Context: an optimization exercise on an open-source flow, tuned for small area. The choices shown serve that exercise and are no tape-out recipe. Only simulation tests tie the RTL to the original design; equivalence was not proved.

==> build 29 <==
==> flow/design.v <==
module core (
    input wire          clk,
    input wire          a_rst,
    input wire          i_mem_rdy,
    input wire[15:0]    i_mem_data,
    output wire[15:0]   i_mem_adr
);
reg [1:0]  pipe_status;
reg        halt_flag;
reg [1:0]  fe_status;    
reg [15:0] ir;
reg [14:0] pc;           
reg [3:0]  qp0;
reg [15:0] ex_result;
reg [3:0]  ex_rd;
reg [1:0]  ex_ws;        
wire ws_reg = ~ex_ws[1] &  ex_ws[0];
wire ws_qp  =  ex_ws[1] & ~ex_ws[0];
wire ws_pc  =  ex_ws[1] &  ex_ws[0];
wire ex_selected = ex_ws[1] | ex_ws[0];
wire top0       = ~ir[15] & ~ir[14] & ~ir[13] & ~ir[12];
wire maybe_movr = ir[6] & ir[5] & ir[4];
wire maybe_movi = ir[14] & ir[13] & ir[12];
wire is_alu_rr_q = top0 & ir[7] & ~maybe_movr;
wire is_alu_ri_q = ir[15] & ~maybe_movi;
wire is_alu_r_r  = top0 & ir[7] & maybe_movr;
wire is_alu_i_r  = ir[15] & maybe_movi;
wire is_jump_r   = top0 & ~ir[7] & ~ir[6];
wire is_ld       = ~ir[15] & ~ir[14] & ir[13] & ~ir[12];
wire is_ld_q     = is_ld & ir[8];
wire is_mem      = ~ir[15] & ir[14];
wire is_ld_mem   = is_mem & ir[13];
wire is_stop     = top0 & (ir[7:0] == 8'h00);
wire sel_b       = is_mem | is_ld | ir[15];
wire [2:0] sel_alu = is_alu_rr_q ? ir[6:4] : (is_alu_ri_q ? ir[14:12] : {3{is_ld}});
wire rd_is_front = ~(is_alu_r_r | is_alu_i_r | is_jump_r);
wire [3:0] id_sel_rd = is_ld_mem ? ir[11:8] : ir[3:0];
wire bs = ~is_mem;
wire fe_jump  = top0 & ~ir[7] & ~ir[6] & ~ir[5];
wire fe_wait  = fe_status[1] & ~fe_status[0];
wire fe_valid = fe_status[1] & fe_status[0];
wire hold_clr = ws_pc & (pipe_status[0] | pipe_status[1]);
wire status_next_wait = (fe_wait | (fe_jump & fe_valid) | halt_flag) & ~hold_clr;
wire fe_hold  = status_next_wait | ~i_mem_rdy;
wire fetch_rdy = fe_valid & ~fe_hold;
always @(posedge clk or negedge a_rst) begin
    if (~a_rst) begin
        fe_status <= 2'b00;
    end else if (fe_status[1]) begin
        fe_status <= {1'b1, ~status_next_wait};
    end else begin
        fe_status <= {~fe_hold, ~fe_hold};
    end
end
always @(posedge clk or negedge a_rst) begin
    if (~a_rst) begin
        ir <= 16'b0;
    end else if (~fe_hold) begin
        ir <= i_mem_data;
    end
end
always @(posedge clk or negedge a_rst) begin
    if (~a_rst) begin
        pipe_status <= 2'b00;
    end else begin
        case (pipe_status)
        2'b00: pipe_status <= {1'b0, fetch_rdy};
        2'b01: pipe_status <= {fetch_rdy, ~fetch_rdy};
        2'b10: pipe_status <= {1'b1, fetch_rdy};
        2'b11: pipe_status <= 2'b11;
        endcase
    end
end
always @(posedge clk or negedge a_rst) begin
    if (~a_rst) begin
        halt_flag <= 1'b0;
    end else begin
        halt_flag <= is_stop & pipe_status[0];
    end
end
wire pc_hold = ~fetch_rdy | halt_flag;
always @(posedge clk or negedge a_rst) begin
    if (~a_rst) begin
        pc <= 15'h0000;
    end else if (~pc_hold) begin
        pc <= (ws_pc ? ex_result[15:1] : pc) + 15'd1;
    end
end
assign i_mem_adr = {pc, 1'b0};
wire qp_clr = ~pipe_status[0] & ~pipe_status[1];
wire qp_ws = ws_qp | qp_clr;
wire [3:0] qp_val = qp_clr ? 4'b0000 : ex_result[3:0];
wire [3:0] qp = (qp_ws & ~pc_hold) ? qp_val : qp0;
always @(posedge clk or negedge a_rst) begin
    if (~a_rst) begin
        qp0 <= 4'b0;
    end else if (rd_is_front & ~pc_hold) begin
        qp0 <= qp_ws ? qp_val : qp0 + 4'd1;
    end
end
reg [15:0] file [0:15];
reg [15:0] valid;
integer i;
always @(posedge clk or negedge a_rst) begin
    if (~a_rst) begin
        valid <= 16'b0;
    end else if (ws_reg) begin
        valid[ex_rd] <= 1'b1;
    end
end
always @(posedge clk) begin
    if (ws_reg) begin
        file[ex_rd] <= ex_result;
    end
end
wire [3:0] sel_ra = ir[11:8];
wire [3:0] sel_rb = ir[3:0];
wire fwd_a = (sel_ra == ex_rd);
wire fwd_b = (sel_rb == ex_rd);
wire [15:0] rsel_a = valid & (16'b1 << sel_ra) & {16{~fwd_a}};
wire [15:0] rsel_b = valid & (16'b1 << sel_rb) & {16{~fwd_b & ~sel_b}};
reg [15:0] ra_val;
reg [15:0] rb_val;
integer k;
always @(*) begin
    ra_val = {16{fwd_a}} & ex_result;
    rb_val = ({16{fwd_b & ~sel_b}} & ex_result) | ({16{sel_b}} & {8'b0, ir[7:0]});
    for (k = 0; k < 16; k = k + 1) begin
        ra_val = ra_val | ({16{rsel_a[k]}} & file[k]);
        rb_val = rb_val | ({16{rsel_b[k]}} & file[k]);
    end
end
wire [15:0] opr_a = ra_val;
wire [15:0] opr_b = rb_val;
wire sub_bit = ~sel_alu[2] & sel_alu[0];
wire [15:0] opr_bx = opr_b ^ {16{sub_bit}};
wire [15:0] p = opr_a ^ opr_bx;
wire [15:0] g = opr_a & opr_bx;
reg [16:0] carry;
integer j;
always @(*) begin
    carry[0] = sub_bit;
    for (j = 0; j < 16; j = j + 1) begin
        carry[j+1] = g[j] | (p[j] & carry[j]);
    end
end
wire low_carry = carry[15];
wire high_carry = carry[16];
wire v_flag = high_carry ^ low_carry;
wire m_p = (sel_alu[2:1] == 2'b00) | (sel_alu == 3'b101) | (sel_alu == 3'b110);
wire m_g = (sel_alu[2:1] == 2'b10);
wire m_b = (sel_alu == 3'b111);
wire m_c = (sel_alu[2:1] == 2'b00);
wire m_f = (sel_alu[2:1] == 2'b01);
wire [15:0] alu_out = (({16{m_p}} & p) | ({16{m_g}} & g) | ({16{m_b}} & opr_b))
                    ^ ({16{m_c}} & carry[15:0])
                    | {14'b0, {2{m_f}} & {v_flag, high_carry}};
wire ex_en = bs | ~ex_selected;
wire [3:0] e_sel_rd = rd_is_front ? qp : id_sel_rd;
always @(posedge clk or negedge a_rst) begin
    if (~a_rst) begin
        ex_result <= 16'b0;
        ex_rd <= 4'b0;
    end else if (ex_en) begin
        ex_result <= alu_out;
        ex_rd <= e_sel_rd;
    end
end
always @(posedge clk or negedge a_rst) begin
    if (~a_rst) begin
        ex_ws <= 2'b00;
    end else if (~bs) begin
        ex_ws <= 2'b00;
    end else if (is_jump_r) begin
        ex_ws <= 2'b11;
    end else if (is_ld_q) begin
        ex_ws <= 2'b10;
    end else begin
        ex_ws <= 2'b01;
    end
end
endmodule
==> flow/run.sh <==
#!/bin/bash
# synth_recipe.tcl (not shown) runs the flow's synth.tcl, then flattens the netlist and writes it again
# the make line also repeats each setting of config.mk as NAME=value (left out here)
make -C /OpenROAD-flow-scripts/flow DESIGN_CONFIG=/design/flow/config.mk WORK_HOME=/design/flow/orfs CLKGATE_MAP_FILE= SYNTH_SCRIPT=/design/flow/synth_recipe.tcl finish
==> flow/config.mk <==
export PLATFORM = sky130hd
export DESIGN_NAME = core
export DESIGN_NICKNAME = core
export VERILOG_FILES = /design/flow/design.v
export SDC_FILE = /design/flow/constraint.sdc
export NUM_CORES = 4
export LEC_CHECK = 0
export CAP_MARGIN = 20
export CORE_MARGIN = 2
export CORE_UTILIZATION = 40
export PLACE_DENSITY = 0.6
export SLEW_MARGIN = 20
==> flow/constraint.sdc <==
create_clock -name core_clock -period 8.0 [get_ports {clk}]
set_input_delay 1.6000 -clock core_clock [delete_from_list [all_inputs] [get_ports {clk}]]
set_output_delay 1.6000 -clock core_clock [all_outputs]
set_load 0.01 [all_outputs]
==> trial 68: changes against build 29 <==
==> flow/flow/run.sh (new file) <==
#!/bin/bash
# Standard synthesis, then an area-oriented re-mapping of its combinational logic (flip-flops
# untouched), then the standard layout from floorplan to finish.
set -euo pipefail
# Clock tree: no dummy loads, larger sink clusters of clkbuf_16. Port buffers: buf_1.
export CTS_ARGS="-sink_clustering_enable -repair_clock_nets -dont_use_dummy_load -buf_list sky130_fd_sc_hd__clkbuf_16 -sink_clustering_size 25 -sink_clustering_max_diameter 80"
export BUFFER_PORTS_ARGS="-buffer_cell sky130_fd_sc_hd__buf_1"
R=orfs/results/$FLOW_PLATFORM/core/base
bash standard.sh synth > synth.log 2>&1
cp $R/1_2_yosys.v $R/1_2_yosys_std.v
REMAP_LIB=$FLOW_HOME/platforms/$FLOW_PLATFORM/lib/sky130_fd_sc_hd__tt_025C_1v80.lib \
REMAP_SEQ=flow/seqcells.txt REMAP_IN=$R/1_2_yosys_std.v REMAP_OUT=$R/1_2_yosys.v REMAP_STAT=remap \
REMAP_ABC=flow/area.abc REMAP_DONT_USE="*probe* *lpflow*" \
  yosys -c flow/remap.tcl > remap.log 2>&1
touch $R/1_2_yosys.v
# Layout with the platform's don't-use list plus the larger buffers, so that repairs use small ones.
DONT_USE="sky130_fd_sc_hd__probe_p_8 sky130_fd_sc_hd__probec_p_8 sky130_fd_sc_hd__lpflow_*"
DONT_USE="$DONT_USE sky130_fd_sc_hd__buf_6 sky130_fd_sc_hd__buf_8 sky130_fd_sc_hd__buf_12 sky130_fd_sc_hd__buf_16"
DONT_USE="$DONT_USE sky130_fd_sc_hd__bufbuf_* sky130_fd_sc_hd__bufinv_*"
bash standard.sh "DONT_USE_CELLS=$DONT_USE" finish > layout.log 2>&1
==> flow/flow/area.abc (new file) <==
strash
&get -n
&st
&dch
&nf -R 1000
&put
strash
&get -n
&st
&dch -f
&nf -R 1000
&put
strash
&get -n
&st
&dch
&nf -R 1000
&put
strash
&get -n
&st
&dch -f
&nf -R 1000
&put
strash
&get -n
&st
&dch
&nf -R 1000
&put
strash
&get -n
&st
&dch -f
&nf -R 1000
&put

==> flow/flow/remap.tcl (new file) <==
# Re-maps the combinational logic of the standard synthesis's netlist for area.
# The flip-flops stay as they are: same instances, names and cell types.
yosys -import
set lib $::env(REMAP_LIB)
set seq [split [string trim [read [open $::env(REMAP_SEQ)]]] "\n"]
read_liberty -ignore_miss_func -ignore_miss_dir $lib
read_verilog $::env(REMAP_IN)
hierarchy -top $::env(FLOW_TOP)
foreach c $seq { catch { blackbox $c } }
flatten
opt_clean -purge
tee -o $::env(REMAP_STAT).before.stat stat
set dont {}
foreach c $::env(REMAP_DONT_USE) { lappend dont -dont_use $c }
abc -liberty $lib {*}$dont -script $::env(REMAP_ABC)
opt_clean -purge
hilomap -singleton -hicell sky130_fd_sc_hd__conb_1 HI -locell sky130_fd_sc_hd__conb_1 LO
splitnets
opt_clean -purge
tee -o $::env(REMAP_STAT).after.stat stat -liberty $lib
write_verilog -noattr -noexpr -nohex -nodec $::env(REMAP_OUT)
==> flow/flow/seqcells.txt (new file) <==
sky130_fd_sc_hd__dfbbn_1
sky130_fd_sc_hd__dfbbn_2
sky130_fd_sc_hd__dfbbp_1
sky130_fd_sc_hd__dfrbp_1
sky130_fd_sc_hd__dfrbp_2
sky130_fd_sc_hd__dfrtn_1
sky130_fd_sc_hd__dfrtp_1
sky130_fd_sc_hd__dfrtp_2
sky130_fd_sc_hd__dfrtp_4
sky130_fd_sc_hd__dfsbp_1
sky130_fd_sc_hd__dfsbp_2
sky130_fd_sc_hd__dfstp_1
sky130_fd_sc_hd__dfstp_2
sky130_fd_sc_hd__dfstp_4
sky130_fd_sc_hd__dfxbp_1
sky130_fd_sc_hd__dfxbp_2
sky130_fd_sc_hd__dfxtp_1
sky130_fd_sc_hd__dfxtp_2
sky130_fd_sc_hd__dfxtp_4
sky130_fd_sc_hd__dlclkp_1
sky130_fd_sc_hd__dlclkp_2
sky130_fd_sc_hd__dlclkp_4
sky130_fd_sc_hd__dlrbn_1
sky130_fd_sc_hd__dlrbn_2
sky130_fd_sc_hd__dlrbp_1
sky130_fd_sc_hd__dlrbp_2
sky130_fd_sc_hd__dlrtn_1
sky130_fd_sc_hd__dlrtn_2
sky130_fd_sc_hd__dlrtn_4
sky130_fd_sc_hd__dlrtp_1
sky130_fd_sc_hd__dlrtp_2
sky130_fd_sc_hd__dlrtp_4
sky130_fd_sc_hd__dlxbn_1
sky130_fd_sc_hd__dlxbn_2
sky130_fd_sc_hd__dlxbp_1
sky130_fd_sc_hd__dlxtn_1
sky130_fd_sc_hd__dlxtn_2
sky130_fd_sc_hd__dlxtn_4
sky130_fd_sc_hd__dlxtp_1
sky130_fd_sc_hd__edfxbp_1
sky130_fd_sc_hd__edfxtp_1
sky130_fd_sc_hd__lpflow_inputisolatch_1
sky130_fd_sc_hd__sdfbbn_1
sky130_fd_sc_hd__sdfbbn_2
sky130_fd_sc_hd__sdfbbp_1
sky130_fd_sc_hd__sdfrbp_1
sky130_fd_sc_hd__sdfrbp_2
sky130_fd_sc_hd__sdfrtn_1
sky130_fd_sc_hd__sdfrtp_1
sky130_fd_sc_hd__sdfrtp_2
sky130_fd_sc_hd__sdfrtp_4
sky130_fd_sc_hd__sdfsbp_1
sky130_fd_sc_hd__sdfsbp_2
sky130_fd_sc_hd__sdfstp_1
sky130_fd_sc_hd__sdfstp_2
sky130_fd_sc_hd__sdfstp_4
sky130_fd_sc_hd__sdfxbp_1
sky130_fd_sc_hd__sdfxbp_2
sky130_fd_sc_hd__sdfxtp_1
sky130_fd_sc_hd__sdfxtp_2
sky130_fd_sc_hd__sdfxtp_4
sky130_fd_sc_hd__sdlclkp_1
sky130_fd_sc_hd__sdlclkp_2
sky130_fd_sc_hd__sdlclkp_4
sky130_fd_sc_hd__sedfxbp_1
sky130_fd_sc_hd__sedfxbp_2
sky130_fd_sc_hd__sedfxtp_1
sky130_fd_sc_hd__sedfxtp_2
sky130_fd_sc_hd__sedfxtp_4
==> flow/standard.sh (new file) <==
#!/bin/bash
# synth_recipe.tcl (not shown) runs the flow's synth.tcl, then flattens the netlist and writes it again
# the make line also repeats each setting of config.mk as NAME=value (left out here)
make -C /OpenROAD-flow-scripts/flow DESIGN_CONFIG=/design/flow/config.mk WORK_HOME=/design/flow/orfs CLKGATE_MAP_FILE= SYNTH_SCRIPT=/design/flow/synth_recipe.tcl "${@:-finish}"
Settings changed: CAP_MARGIN 20 to 5, GPL_TIMING_DRIVEN set to 0, SLEW_MARGIN 20 to 5.
removed: flow/run.sh
==> build 66: changes against build 29 <==
==> flow/flow/run.sh (new file) <==
#!/bin/bash
# Standard synthesis, then an area-oriented re-mapping of its combinational logic (flip-flops
# untouched), then the standard layout from floorplan to finish.
set -euo pipefail
# Clock tree: no dummy loads, larger sink clusters of clkbuf_16. Port buffers: buf_1.
export CTS_ARGS="-sink_clustering_enable -repair_clock_nets -dont_use_dummy_load -buf_list sky130_fd_sc_hd__clkbuf_16 -sink_clustering_size 25 -sink_clustering_max_diameter 80"
export BUFFER_PORTS_ARGS="-buffer_cell sky130_fd_sc_hd__buf_1"
R=orfs/results/$FLOW_PLATFORM/core/base
bash standard.sh synth > synth.log 2>&1
cp $R/1_2_yosys.v $R/1_2_yosys_std.v
REMAP_LIB=$FLOW_HOME/platforms/$FLOW_PLATFORM/lib/sky130_fd_sc_hd__tt_025C_1v80.lib \
REMAP_SEQ=flow/seqcells.txt REMAP_IN=$R/1_2_yosys_std.v REMAP_OUT=$R/1_2_yosys.v REMAP_STAT=remap \
REMAP_ABC=flow/area.abc REMAP_DONT_USE="*probe* *lpflow*" \
  yosys -c flow/remap.tcl > remap.log 2>&1
touch $R/1_2_yosys.v
bash standard.sh > layout.log 2>&1
==> flow/flow/area.abc (new file) <==
strash
&get -n
&st
&dch
&nf -R 1000
&put
strash
&get -n
&st
&dch
&nf -R 1000
&put
==> flow/flow/remap.tcl (new file) <==
# Re-maps the combinational logic of the standard synthesis's netlist for area.
# The flip-flops stay as they are: same instances, names and cell types.
yosys -import
set lib $::env(REMAP_LIB)
set seq [split [string trim [read [open $::env(REMAP_SEQ)]]] "\n"]
read_liberty -ignore_miss_func -ignore_miss_dir $lib
read_verilog $::env(REMAP_IN)
hierarchy -top $::env(FLOW_TOP)
foreach c $seq { catch { blackbox $c } }
flatten
opt_clean -purge
tee -o $::env(REMAP_STAT).before.stat stat
set dont {}
foreach c $::env(REMAP_DONT_USE) { lappend dont -dont_use $c }
abc -liberty $lib {*}$dont -script $::env(REMAP_ABC)
opt_clean -purge
hilomap -singleton -hicell sky130_fd_sc_hd__conb_1 HI -locell sky130_fd_sc_hd__conb_1 LO
splitnets
opt_clean -purge
tee -o $::env(REMAP_STAT).after.stat stat -liberty $lib
write_verilog -noattr -noexpr -nohex -nodec $::env(REMAP_OUT)
==> flow/flow/seqcells.txt (new file) <==
sky130_fd_sc_hd__dfbbn_1
sky130_fd_sc_hd__dfbbn_2
sky130_fd_sc_hd__dfbbp_1
sky130_fd_sc_hd__dfrbp_1
sky130_fd_sc_hd__dfrbp_2
sky130_fd_sc_hd__dfrtn_1
sky130_fd_sc_hd__dfrtp_1
sky130_fd_sc_hd__dfrtp_2
sky130_fd_sc_hd__dfrtp_4
sky130_fd_sc_hd__dfsbp_1
sky130_fd_sc_hd__dfsbp_2
sky130_fd_sc_hd__dfstp_1
sky130_fd_sc_hd__dfstp_2
sky130_fd_sc_hd__dfstp_4
sky130_fd_sc_hd__dfxbp_1
sky130_fd_sc_hd__dfxbp_2
sky130_fd_sc_hd__dfxtp_1
sky130_fd_sc_hd__dfxtp_2
sky130_fd_sc_hd__dfxtp_4
sky130_fd_sc_hd__dlclkp_1
sky130_fd_sc_hd__dlclkp_2
sky130_fd_sc_hd__dlclkp_4
sky130_fd_sc_hd__dlrbn_1
sky130_fd_sc_hd__dlrbn_2
sky130_fd_sc_hd__dlrbp_1
sky130_fd_sc_hd__dlrbp_2
sky130_fd_sc_hd__dlrtn_1
sky130_fd_sc_hd__dlrtn_2
sky130_fd_sc_hd__dlrtn_4
sky130_fd_sc_hd__dlrtp_1
sky130_fd_sc_hd__dlrtp_2
sky130_fd_sc_hd__dlrtp_4
sky130_fd_sc_hd__dlxbn_1
sky130_fd_sc_hd__dlxbn_2
sky130_fd_sc_hd__dlxbp_1
sky130_fd_sc_hd__dlxtn_1
sky130_fd_sc_hd__dlxtn_2
sky130_fd_sc_hd__dlxtn_4
sky130_fd_sc_hd__dlxtp_1
sky130_fd_sc_hd__edfxbp_1
sky130_fd_sc_hd__edfxtp_1
sky130_fd_sc_hd__lpflow_inputisolatch_1
sky130_fd_sc_hd__sdfbbn_1
sky130_fd_sc_hd__sdfbbn_2
sky130_fd_sc_hd__sdfbbp_1
sky130_fd_sc_hd__sdfrbp_1
sky130_fd_sc_hd__sdfrbp_2
sky130_fd_sc_hd__sdfrtn_1
sky130_fd_sc_hd__sdfrtp_1
sky130_fd_sc_hd__sdfrtp_2
sky130_fd_sc_hd__sdfrtp_4
sky130_fd_sc_hd__sdfsbp_1
sky130_fd_sc_hd__sdfsbp_2
sky130_fd_sc_hd__sdfstp_1
sky130_fd_sc_hd__sdfstp_2
sky130_fd_sc_hd__sdfstp_4
sky130_fd_sc_hd__sdfxbp_1
sky130_fd_sc_hd__sdfxbp_2
sky130_fd_sc_hd__sdfxtp_1
sky130_fd_sc_hd__sdfxtp_2
sky130_fd_sc_hd__sdfxtp_4
sky130_fd_sc_hd__sdlclkp_1
sky130_fd_sc_hd__sdlclkp_2
sky130_fd_sc_hd__sdlclkp_4
sky130_fd_sc_hd__sedfxbp_1
sky130_fd_sc_hd__sedfxbp_2
sky130_fd_sc_hd__sedfxtp_1
sky130_fd_sc_hd__sedfxtp_2
sky130_fd_sc_hd__sedfxtp_4
==> flow/standard.sh (new file) <==
#!/bin/bash
# synth_recipe.tcl (not shown) runs the flow's synth.tcl, then flattens the netlist and writes it again
# the make line also repeats each setting of config.mk as NAME=value (left out here)
make -C /OpenROAD-flow-scripts/flow DESIGN_CONFIG=/design/flow/config.mk WORK_HOME=/design/flow/orfs CLKGATE_MAP_FILE= SYNTH_SCRIPT=/design/flow/synth_recipe.tcl "${@:-finish}"
Settings changed: CAP_MARGIN 20 to 5, GPL_TIMING_DRIVEN set to 0, SLEW_MARGIN 20 to 5.
removed: flow/run.sh
==> results.yml <==
sta:
  period_needed_ns: 5.66
  max_slew.worst_pin.slew_ns: 1.29
  max_freq_ghz: 0.177
routing:
  drt_iter0_markers: 2924
  post_drt_wl_per_cell_microns: 31.7
  wl_met3_microns: 8890
  wirelength_microns: 64000
power_and_ir_drop:
  comb-power_mw: 4.46
min_path:
  holdPathEnd: "pipe_status[1]"
status:
  status: "timing/DRC/antenna clean"
yosys:
  synthMuxAreaShare_pct: 2.11
  synth-simple-area-share_pct: 13.5
  synth_xor_area_share_pct: 1.84
  synthAdderAreaFrac_pct: 1.72
finish:
  inverters: 14
  buffer_area_share_pct: 4.37
grt:
  use_met3_pct: 8.14
floorplan:
  placementRows: 74
  die-area_sq_mm: 0.0434
critical_path:
  crit_arrival_ns: 6.04
# the run above: build 29

==> results.yml <==
status:
  status: "timing/DRC/antenna clean"
finish:
  buffer_area_share_pct: 2.62
  inverters: 4
routing:
  wirelength_microns: 56800
  wl_met3_microns: 7360
  drt_iter0_markers: 3017
sta:
  max_slew.worst_pin.slew_ns: 1.37
  period_needed_ns: 6.84
min_path:
  holdPathEnd: "pc[14]"
power_and_ir_drop:
  comb-power_mw: 1.44
# the run above: build 66

==> results.yml <==
status:
  status: "timing/DRC/antenna clean"
sta:
  finalMaxSlewViolations: 0
  period_needed_ns: 7.15
  max_freq_ghz: 0.140
power_and_ir_drop:
  power.leakage_nw: 5.38
  comb-power_mw: 1.32
  power_frac_comb_pct: 25.6
routing:
  wl_met3_microns: 7640
  drt_iter0_markers: 3143
  post_drt_wl_per_cell_microns: 31.0
  wirelength_microns: 54800
floorplan:
  die-area_sq_mm: 0.0395
  placementRows: 71
critical_path:
  crit_arrival_ns: 7.54
grt:
  use_met3_pct: 7.38
finish:
  inverters: 6
  buffer_area_share_pct: 1.48
min_path:
  holdPathEnd: "fe_status[0]"
# the run above: trial 68

what the ideal ports hide:
The flow's constraints put no driver on any port. The routed layouts listed below were extracted and timed again, unchanged, in two steps. Step 1 (the two cells are an assumption about what drives the block):
set clk [get_ports {clk}]
set_driving_cell -lib_cell sky130_fd_sc_hd__clkbuf_16 $clk
set_driving_cell -lib_cell sky130_fd_sc_hd__buf_2 [delete_from_list [all_inputs] $clk]
Step 2 also shifts input and output timing later by t, the mid clock arrival at the registers, as if the neighbouring blocks saw the same clock. Slacks: ideal ports / drivers / drivers and shift; pairs: ideal ports / drivers.
run | t, ns | setup WS [ns] | slew at the worst register clock pin (ns)
build 29 | 0.600 | 2.343 / 2.343 / 2.343 | 0.07 / 0.07
trial 68 | 0.575 | 0.855 / 0.855 / 0.855 | 0.11 / 0.11
build 66 | 0.581 | 1.160 / 1.160 / 1.160 | 0.10 / 0.10
After both steps setup and hold are still met in every run listed.
